Source: an optimization exercise on an open RTL-to-GDS flow (aim: small area and a short achievable clock period). Production flows keep margins and buffers that such runs may drop. Where RTL was checked, it was by simulation tests only, not by an equivalence proof against the original. Power figures rest on the tool's default switching activity, not on a simulated workload.

==> inputs of run E <==
==> flow/design.v <==
module Sbox5 (
    input  [5:0] in,
    output reg [3:0] out
);
    reg [1:0] row;
    reg [3:0] column;
    always @(*) begin
        row = {in[5], in[0]};
        column = in[4:1];
        case (column)
            4'b0000 : case (row)
                        2'b00 :  out = 4'b0010;
                        2'b01 :  out = 4'b1110;
                        2'b10 :  out = 4'b0100;
                        2'b11 :  out = 4'b1011;
                     endcase
            4'b0001 : case (row)
                        2'b00 :  out = 4'b1100;
                        2'b01 :  out = 4'b1011;
                        2'b10 :  out = 4'b0010;
                        2'b11 :  out = 4'b1000;
                     endcase
            4'b0010 : case (row)
                        2'b00 :  out = 4'b0100;
                        2'b01 :  out = 4'b0010;
                        2'b10 :  out = 4'b0001;
                        2'b11 :  out = 4'b1100;
                     endcase
            4'b0011 : case (row)
                        2'b00 :  out = 4'b0001;
                        2'b01 :  out = 4'b1100;
                        2'b10 :  out = 4'b1011;
                        2'b11 :  out = 4'b0111;
                     endcase
            4'b0100 : case (row)
                        2'b00 :  out = 4'b0111;
                        2'b01 :  out = 4'b0100;
                        2'b10 :  out = 4'b1100;
                        2'b11 :  out = 4'b0001;
                     endcase
            4'b0101 : case (row)
                        2'b00 :  out = 4'b1010;
                        2'b01 :  out = 4'b0111;  
                        2'b10 :  out = 4'b1101;
                        2'b11 :  out = 4'b1110;
                     endcase
            4'b0110 : case (row)
                        2'b00 :  out = 4'b1011;
                        2'b01 :  out = 4'b1101;
                        2'b10 :  out = 4'b0111;
                        2'b11 :  out = 4'b0010;
                     endcase
            4'b0111 : case (row)
                        2'b00 :  out = 4'b0110;
                        2'b01 :  out = 4'b0001;
                        2'b10 :  out = 4'b1000;
                        2'b11 :  out = 4'b1101;
                     endcase
            4'b1000 : case (row)
                        2'b00 :  out = 4'b1000;
                        2'b01 :  out = 4'b0101;
                        2'b10 :  out = 4'b1111;
                        2'b11 :  out = 4'b0110;
                     endcase
            4'b1001 : case (row)
                        2'b00 :  out = 4'b0101;
                        2'b01 :  out = 4'b0000;
                        2'b10 :  out = 4'b1001;
                        2'b11 :  out = 4'b1111;
                     endcase
            4'b1010 : case (row)
                        2'b00 :  out = 4'b0011;
                        2'b01 :  out = 4'b1111;
                        2'b10 :  out = 4'b1100;
                        2'b11 :  out = 4'b0000;
                     endcase
            4'b1011 : case (row)
                        2'b00 :  out = 4'b1111;
                        2'b01 :  out = 4'b1100;
                        2'b10 :  out = 4'b0101;
                        2'b11 :  out = 4'b1001;
                     endcase
            4'b1100 : case (row)
                        2'b00 :  out = 4'b1101;
                        2'b01 :  out = 4'b0011;
                        2'b10 :  out = 4'b0110;
                        2'b11 :  out = 4'b1100;
                     endcase
            4'b1101 : case (row)
                        2'b00 :  out = 4'b0000;
                        2'b01 :  out = 4'b1001;
                        2'b10 :  out = 4'b0011;
                        2'b11 :  out = 4'b0100;
                     endcase
            4'b1110 : case (row)
                        2'b00 :  out = 4'b1110;
                        2'b01 :  out = 4'b1000;
                        2'b10 :  out = 4'b0000;
                        2'b11 :  out = 4'b0101;
                     endcase
            4'b1111 : case (row)
                        2'b00 :  out = 4'b1001;
                        2'b01 :  out = 4'b0110;
                        2'b10 :  out = 4'b1110;
                        2'b11 :  out = 4'b0011;
                     endcase
            default: out = 4'h0;
        endcase
    end
endmodule
module Round (
    input  [3:0]  s_box_out,
    input  [31:0] h_in,
    output reg [31:0] h_out
);
    reg [3:0] h_in_n [0:7];
    reg [3:0] h_out_n [0:7];
    integer i;
    reg [3:0] temp;
    reg [1:0] rot;  
    always @(*) begin
        h_in_n[7] = h_in[31:28];
        h_in_n[6] = h_in[27:24];
        h_in_n[5] = h_in[23:20];
        h_in_n[4] = h_in[19:16];
        h_in_n[3] = h_in[15:12];
        h_in_n[2] = h_in[11:8];
        h_in_n[1] = h_in[7:4];
        h_in_n[0] = h_in[3:0];
        for (i = 0; i < 8; i = i + 1) begin
            temp = h_in_n[(i + 2) % 8] ^ s_box_out;
            rot = (i/2);  
            if (rot == 0)
                h_out_n[i] = temp & 4'hF;
            else
                h_out_n[i] = ( ((temp << rot) | (temp >> (4 - rot))) & 4'hF );
        end
        h_out = {h_out_n[7], h_out_n[6], h_out_n[5], h_out_n[4],
                 h_out_n[3], h_out_n[2], h_out_n[1], h_out_n[0]};
    end
endmodule
module HashIteration (
    input  [7:0] M,
    output       a,
    output       b
);
    wire [3:0] s;
    Sbox5 sbox (
        .in({M[5], (M[7] ^ M[2]), M[3], M[0], (M[4] ^ M[1]), M[6]}),
        .out(s)
    );
    assign a = s[0] ^ s[2];
    assign b = s[1] ^ s[3];
endmodule
module lightHashDES(
    input              clk,
    input              M_valid,
    input              rst_n,
    input      [7:0]   M,
    input     [63:0]   input_length,
    output reg         hash_ready,
    output     [31:0]  digest
);
    reg        busy;
    reg [63:0] counter;
    reg        a_t, b_t;       
    reg [11:0] f;              
    wire a_m, b_m;
    HashIteration main (.M(M), .a(a_m), .b(b_m));
    wire start = !busy && M_valid;
    wire last  = busy && (counter == 64'd1);
    localparam [11:0] C0 = 12'b1010_1101_0101;    
    localparam [11:0] CP = 12'b0111_1110_0011;
    localparam [11:0] CA = 12'b1000_0110_1111;
    localparam [11:0] CB = 12'b0001_1001_1111;
    always @(posedge clk or negedge rst_n) begin
        if (!rst_n) begin
            busy       <= 1'b0;
            hash_ready <= 1'b0;
        end else begin
            hash_ready <= last;
            busy       <= start | (busy & !last);
        end
    end
    always @(posedge clk) begin
        counter <= start ? input_length : counter - 64'd1;
        a_t     <= a_m;
        b_t     <= b_m;
        f       <= start ? C0 : f ^ CP ^ (CA & {12{a_t}}) ^ (CB & {12{b_t}});
    end
    assign digest = {
        f[4],  f[11], f[4],  f[11], f[8],  f[5],  f[7],  f[6],    
        f[9],  f[9],  f[10], f[10], f[10], 1'b0,  f[9],  1'b0,    
        f[6],  f[8],  f[5],  f[7],  f[6],  f[4],  f[5],  f[4],    
        f[3],  f[0],  f[3],  f[1],  f[2],  f[1],  f[2],  f[0]     
    };
endmodule
==> flow/flow/run.sh <==
#!/bin/bash
cp standard.sh standard.sh.txt
export BUFFER_PORTS_ARGS="-buffer_cell sky130_fd_sc_hd__buf_1"
bash standard.sh > standard.log 2>&1
==> flow/standard.sh <==
#!/bin/bash
# synth_recipe.tcl (not shown) runs the flow's synth.tcl, then flattens the netlist and writes it again
# the make line also repeats each setting of config.mk as NAME=value (left out here)
make -C /OpenROAD-flow-scripts/flow DESIGN_CONFIG=/design/flow/config.mk WORK_HOME=/design/flow/orfs CLKGATE_MAP_FILE= SYNTH_SCRIPT=/design/flow/synth_recipe.tcl "${@:-finish}"
==> flow/config.mk <==
export PLATFORM = sky130hd
export DESIGN_NAME = lightHashDES
export DESIGN_NICKNAME = lightHashDES
export VERILOG_FILES = /design/flow/design.v
export SDC_FILE = /design/flow/constraint.sdc
export NUM_CORES = 4
export LEC_CHECK = 0
export ABC_CLOCK_PERIOD_IN_PS = 1400
export CAP_MARGIN = 20
export CORE_MARGIN = 2
export CORE_UTILIZATION = 40
export SETUP_SLACK_MARGIN = 1.6
export SLEW_MARGIN = 20
==> flow/constraint.sdc <==
create_clock -name core_clock -period 3.3 [get_ports {clk}]
set_input_delay 0.6600 -clock core_clock [delete_from_list [all_inputs] [get_ports {clk}]]
set_output_delay 0.6600 -clock core_clock [all_outputs]
set_load 0.01 [all_outputs]
==> inputs of run G, as changes to run E <==
--- a/flow/design.v
+++ b/flow/design.v
@@ -141,15 +141,38 @@
 endmodule
 module HashIteration (
-    input  [7:0] M,
-    output       a,
-    output       b
-);
-    wire [3:0] s;
+    input  [7:0]  M,
+    input  [31:0] h,
+    output [31:0] h_out
+);
+    wire [3:0] s_box_out;
+    wire [5:0] M6;
+    assign M6 = {M[5], (M[7] ^ M[2]), M[3], M[0], (M[4] ^ M[1]), M[6]};
     Sbox5 sbox (
-        .in({M[5], (M[7] ^ M[2]), M[3], M[0], (M[4] ^ M[1]), M[6]}),
-        .out(s)
-    );
-    assign a = s[0] ^ s[2];
-    assign b = s[1] ^ s[3];
+        .in(M6),
+        .out(s_box_out)
+    );
+    wire [31:0] h1_out;
+    wire [31:0] h2_out;
+    wire [31:0] h3_out;
+    Round round1 (
+        .s_box_out(s_box_out),
+        .h_in(h),
+        .h_out(h1_out)
+    );
+    Round round2 (
+        .s_box_out(s_box_out),
+        .h_in(h1_out),
+        .h_out(h2_out)
+    );
+    Round round3 (
+        .s_box_out(s_box_out),
+        .h_in(h2_out),
+        .h_out(h3_out)
+    );
+    Round round4 (
+        .s_box_out(s_box_out),
+        .h_in(h3_out),
+        .h_out(h_out)
+    );
 endmodule
 module lightHashDES(
@@ -160,38 +183,58 @@
     input     [63:0]   input_length,
     output reg         hash_ready,
-    output     [31:0]  digest
-);
-    reg        busy;
+    output reg [31:0]  digest
+);
+    localparam [31:0] IV = 32'hF3C29D4B;  
+    reg busy;
     reg [63:0] counter;
-    reg        a_t, b_t;       
-    reg [11:0] f;              
-    wire a_m, b_m;
-    HashIteration main (.M(M), .a(a_m), .b(b_m));
-    wire start = !busy && M_valid;
-    wire last  = busy && (counter == 64'd1);
-    localparam [11:0] C0 = 12'b1010_1101_0101;    
-    localparam [11:0] CP = 12'b0111_1110_0011;
-    localparam [11:0] CA = 12'b1000_0110_1111;
-    localparam [11:0] CB = 12'b0001_1001_1111;
+    reg [7:0] M_t;
+    reg M_valid_t;
+    reg [31:0] H;
+    wire [31:0] H_fb;
+    wire [7:0][3:0] H_array;
+    wire [7:0][3:0] H_out_array;
+    assign {H_array[7],H_array[6],H_array[5],H_array[4],
+            H_array[3],H_array[2],H_array[1],H_array[0]} = H;
+    assign H_fb = {H_out_array[7],H_out_array[6],H_out_array[5],H_out_array[4],
+                   H_out_array[3],H_out_array[2],H_out_array[1],H_out_array[0]};
+    HashIteration main (
+        .M(M_t),
+        .h(H_array),
+        .h_out(H_out_array)
+    );
     always @(posedge clk or negedge rst_n) begin
         if (!rst_n) begin
-            busy       <= 1'b0;
-            hash_ready <= 1'b0;
+            hash_ready <= 0;
+            busy <= 0;
+            counter <= 0;
+            M_t <= 0;
+            M_valid_t <= 0;
+            H <= IV;
+            digest <= 0;
         end else begin
-            hash_ready <= last;
-            busy       <= start | (busy & !last);
+            if (!busy && M_valid) begin
+                busy <= 1;
+                counter <= input_length;
+                hash_ready <= 0;
+                H <= IV;
+                M_t <= M;
+                M_valid_t <= 1;
+            end else if (busy) begin
+                if (counter > 0) begin
+                    H <= H_fb;
+                    counter <= counter - 1;
+                    M_t <= M;
+                    M_valid_t <= M_valid;
+                end
+                if (counter == 1) begin
+                    busy <= 0;
+                    hash_ready <= 1;
+                    digest <= H_fb;
+                end
+            end else begin
+                M_valid_t <= 0;
+                hash_ready <= 0;
+            end
         end
     end
-    always @(posedge clk) begin
-        counter <= start ? input_length : counter - 64'd1;
-        a_t     <= a_m;
-        b_t     <= b_m;
-        f       <= start ? C0 : f ^ CP ^ (CA & {12{a_t}}) ^ (CB & {12{b_t}});
-    end
-    assign digest = {
-        f[4],  f[11], f[4],  f[11], f[8],  f[5],  f[7],  f[6],    
-        f[9],  f[9],  f[10], f[10], f[10], 1'b0,  f[9],  1'b0,    
-        f[6],  f[8],  f[5],  f[7],  f[6],  f[4],  f[5],  f[4],    
-        f[3],  f[0],  f[3],  f[1],  f[2],  f[1],  f[2],  f[0]     
-    };
-endmodule
+endmodule
==> flow/run.sh (new file) <==
#!/bin/bash
# synth_recipe.tcl (not shown) runs the flow's synth.tcl, then flattens the netlist and writes it again
# the make line also repeats each setting of config.mk as NAME=value (left out here)
make -C /OpenROAD-flow-scripts/flow DESIGN_CONFIG=/design/flow/config.mk WORK_HOME=/design/flow/orfs CLKGATE_MAP_FILE= SYNTH_SCRIPT=/design/flow/synth_recipe.tcl finish
ABC_CLOCK_PERIOD_IN_PS = not set   (was 1400)
SETUP_SLACK_MARGIN = not set   (was 1.6)
removed: flow/flow/run.sh
removed: flow/standard.sh
==> summary.txt <==
Status: run E complete, no violations; run G complete, no violations
Via count: run E 4562; run G 6022
RR Endpoint: run E counter[40]$_DFF_P_; run G H[4]$_DFFE_PN0P_
Worst stage delay on the critical path: run E 560 ps; run G 580 ps
Detailed placer's ending HPWL: run E 7.95 mm; run G 12.5 mm
Setup repair after global routing missed its margin: run E yes; run G no
Ratio of cells with drive above 1 in the final layout: run E 31.0%; run G 11.2%
Switching power: run E 1170 µW; run G 1670 µW
Number of clock buffer instances in the layout: run E 12; run G 19
Data required, critical path: run E 3520 ps; run G 3650 ps
Xor/xnor share of the synthesized area: run E 14.0%; run G 12.9%
Placed insts: run E 782; run G 1116
Number of buffers and inverters on the critical path: run E 0; run G 1
Worst skew pair latency: run E 340 ps; run G 430 ps
For run G, only the layout was checked, not whether the RTL still works.

* * *

==> yarrow: inputs <==
Starts from the design.v that is shown in full above.
clock: 3.3 ns
lec_check: 0
cap_margin: 20
core_margin: 2
core_utilization: 40
slew_margin: 20
run.sh (not shown) runs the stock make flow with config.mk's settings and CLKGATE_MAP_FILE= SYNTH_SCRIPT=/design/flow/synth_recipe.tcl, a recipe that flattens the netlist after the stock synthesis.
==> raven: changes against yarrow <==
--- a/flow/design.v
+++ b/flow/design.v
@@ -170,7 +170,38 @@
     wire start = !busy && M_valid;
-    wire last  = busy && (counter == 64'd1);
-    localparam [11:0] C0 = 12'b1010_1101_0101;    
-    localparam [11:0] CP = 12'b0111_1110_0011;
-    localparam [11:0] CA = 12'b1000_0110_1111;
-    localparam [11:0] CB = 12'b0001_1001_1111;
+    wire [15:0] gz;
+    genvar j;
+    generate
+        for (j = 0; j < 16; j = j + 1) begin : g_gz
+            assign gz[j] = ~|counter[4*j+3:4*j];
+        end
+    endgenerate
+    wire [3:0] sz;
+    assign sz[0] = &gz[3:0];
+    assign sz[1] = &gz[7:4];
+    assign sz[2] = &gz[11:8];
+    assign sz[3] = &gz[15:12];
+    wire [15:0] bz;
+    generate
+        for (j = 0; j < 16; j = j + 1) begin : g_bz
+            wire sp = (j < 4)  ? 1'b1 :
+                      (j < 8)  ? sz[0] :
+                      (j < 12) ? (sz[0] & sz[1]) : (sz[0] & sz[1] & sz[2]);
+            wire lp = ((j % 4) == 0) ? 1'b1 :
+                      ((j % 4) == 1) ? gz[4*(j/4)] :
+                      ((j % 4) == 2) ? (gz[4*(j/4)] & gz[4*(j/4)+1]) :
+                                       (gz[4*(j/4)] & gz[4*(j/4)+1] & gz[4*(j/4)+2]);
+            assign bz[j] = sp & lp;
+        end
+    endgenerate
+    wire [63:0] tz;
+    generate
+        for (j = 0; j < 16; j = j + 1) begin : g_tz
+            assign tz[4*j]   = bz[j];
+            assign tz[4*j+1] = bz[j] & ~counter[4*j];
+            assign tz[4*j+2] = bz[j] & ~(counter[4*j] | counter[4*j+1]);
+            assign tz[4*j+3] = bz[j] & ~(counter[4*j] | counter[4*j+1] | counter[4*j+2]);
+        end
+    endgenerate
+    wire one = counter[0] & ~|counter[3:1] & (&gz[15:1]);
+    wire last = busy && one;
     always @(posedge clk or negedge rst_n) begin
@@ -184,4 +215,8 @@
     end
+    localparam [11:0] C0 = 12'b1010_1101_0101;    
+    localparam [11:0] CP = 12'b0111_1110_0011;
+    localparam [11:0] CA = 12'b1000_0110_1111;
+    localparam [11:0] CB = 12'b0001_1001_1111;
     always @(posedge clk) begin
-        counter <= start ? input_length : counter - 64'd1;
+        counter <= start ? input_length : (counter ^ tz);
         a_t     <= a_m;
==> flow/flow/run.sh (new file) <==
#!/bin/bash
cp standard.sh standard.sh.txt
export BUFFER_PORTS_ARGS="-buffer_cell sky130_fd_sc_hd__buf_1"
bash standard.sh > standard.log 2>&1
==> flow/standard.sh (new file) <==
#!/bin/bash
# synth_recipe.tcl (not shown) runs the flow's synth.tcl, then flattens the netlist and writes it again
# the make line also repeats each setting of config.mk as NAME=value (left out here)
make -C /OpenROAD-flow-scripts/flow DESIGN_CONFIG=/design/flow/config.mk WORK_HOME=/design/flow/orfs CLKGATE_MAP_FILE= SYNTH_SCRIPT=/design/flow/synth_recipe.tcl "${@:-finish}"
- SETUP_SLACK_MARGIN: unset -> 2.0
removed: flow/run.sh
==> garnet: changes against yarrow <==
- ABC_CLOCK_PERIOD_IN_PS: unset -> 1400
- SETUP_SLACK_MARGIN: unset -> 1.9
==> ember: changes against yarrow <==
- ABC_CLOCK_PERIOD_IN_PS: unset -> 1400
- SETUP_SLACK_MARGIN: unset -> 1.6
==> comparison table <==
metric	yarrow	garnet	raven	ember
Status	complete, no violations	complete, no violations	complete, no violations	complete, no violations
Tcrit/Tclk final	92.43%	84.20%	63.70%	84.86%
Number of cells on the critical path	9	7	6	7
Die Footprint	12140 um^2	12140 um^2	12400 um^2	12140 um^2
Cell with the most instances after synthesis	sky130_fd_sc_hd__nand2_1	sky130_fd_sc_hd__nand2_1	sky130_fd_sc_hd__dfxtp_1	sky130_fd_sc_hd__nand2_1
Leak pwr	2.091 nW	3.013 nW	2.779 nW	2.760 nW
# rows	38	38	39	38
Capturing element of the worst setup path	counter[44]	counter[40]	counter[55]	counter[40]
Synthesized-area fraction occupied by ao, oa, aoi and oai cells	15.38%	15.38%	15.18%	15.38%
Xor and xnor area share after synthesis	13.99%	13.99%	11.35%	13.99%
Sequential share of the synthesized area	35.75%	35.75%	34.97%	35.75%
WL met3	623 um	539 um	671 um	705 um
Crit path required time	3520 ps	3570 ps	3570 ps	3570 ps
Power dissipated by switching net loads	1.094 mW	1.415 mW	1.297 mW	1.204 mW
Tap cell instance count	140	140	143	140
Distinct cell type count of the synthesized netlist	58	58	66	58
Layout net count	749	844	808	813
Most common cell after layout, fill and taps aside	sky130_fd_sc_hd__clkdlybuf4s50_1	sky130_fd_sc_hd__nand2_1	sky130_fd_sc_hd__buf_1	sky130_fd_sc_hd__nand2_1
GR Util met2	31.33%	39.57%	35.53%	38.52%
DR iter-0 viols	178	198	176	231
Maximum clock frequency	327.9 MHz	359.9 MHz	475.7 MHz	357.1 MHz
Proportion of cell area occupied by multi-input gates	43.82%	44.96%	47.84%	46.43%
Clk cell area share	4.920%	3.908%	4.958%	4.022%
Met3 GRT Util	4.350%	4.292%	4.355%	5.996%
WP data arrival	3270 ps	3050 ps	2380 ps	3070 ps
The RTL of raven was laid out without a check of its function.

-- static timing again, ports no longer ideal --
The results above use ideal ports. As a check the final layouts listed here were re-extracted and re-timed, cells and wires unchanged.
Step 1: set_driving_cell puts a clkbuf_16 on clk and a buf_2 on each other input, an assumption about the parent block.
Step 2, shift: input delay + t, output delay - t, t = (earliest + latest rising clock arrival at the registers) / 2. This alone moves slack from input paths to output paths.
Three values: ideal, step 1, step 2; two values: the first two.
| run | t, ns | slack for setup (ns) | cell pins on the clock port's net |
|---|---|---|---|
| run E | 0.371 | 0.502 / 0.502 / 0.502 | 1 |
| run G | 0.468 | 0.306 / 0.306 / 0.306 | 1 |
| yarrow | 0.376 | 0.250 / 0.250 / 0.115 | 1 |
| raven | 0.371 | 1.198 / 1.198 / 1.028 | 1 |
| garnet | 0.379 | 0.521 / 0.521 / 0.521 | 1 |
| ember | 0.378 | 0.499 / 0.499 / 0.499 | 1 |
After both steps every run listed still meets setup and hold. For raven, which loses most, drivers alone change the setup slack by 0.000 ns; drivers and shift together by -0.170 ns.
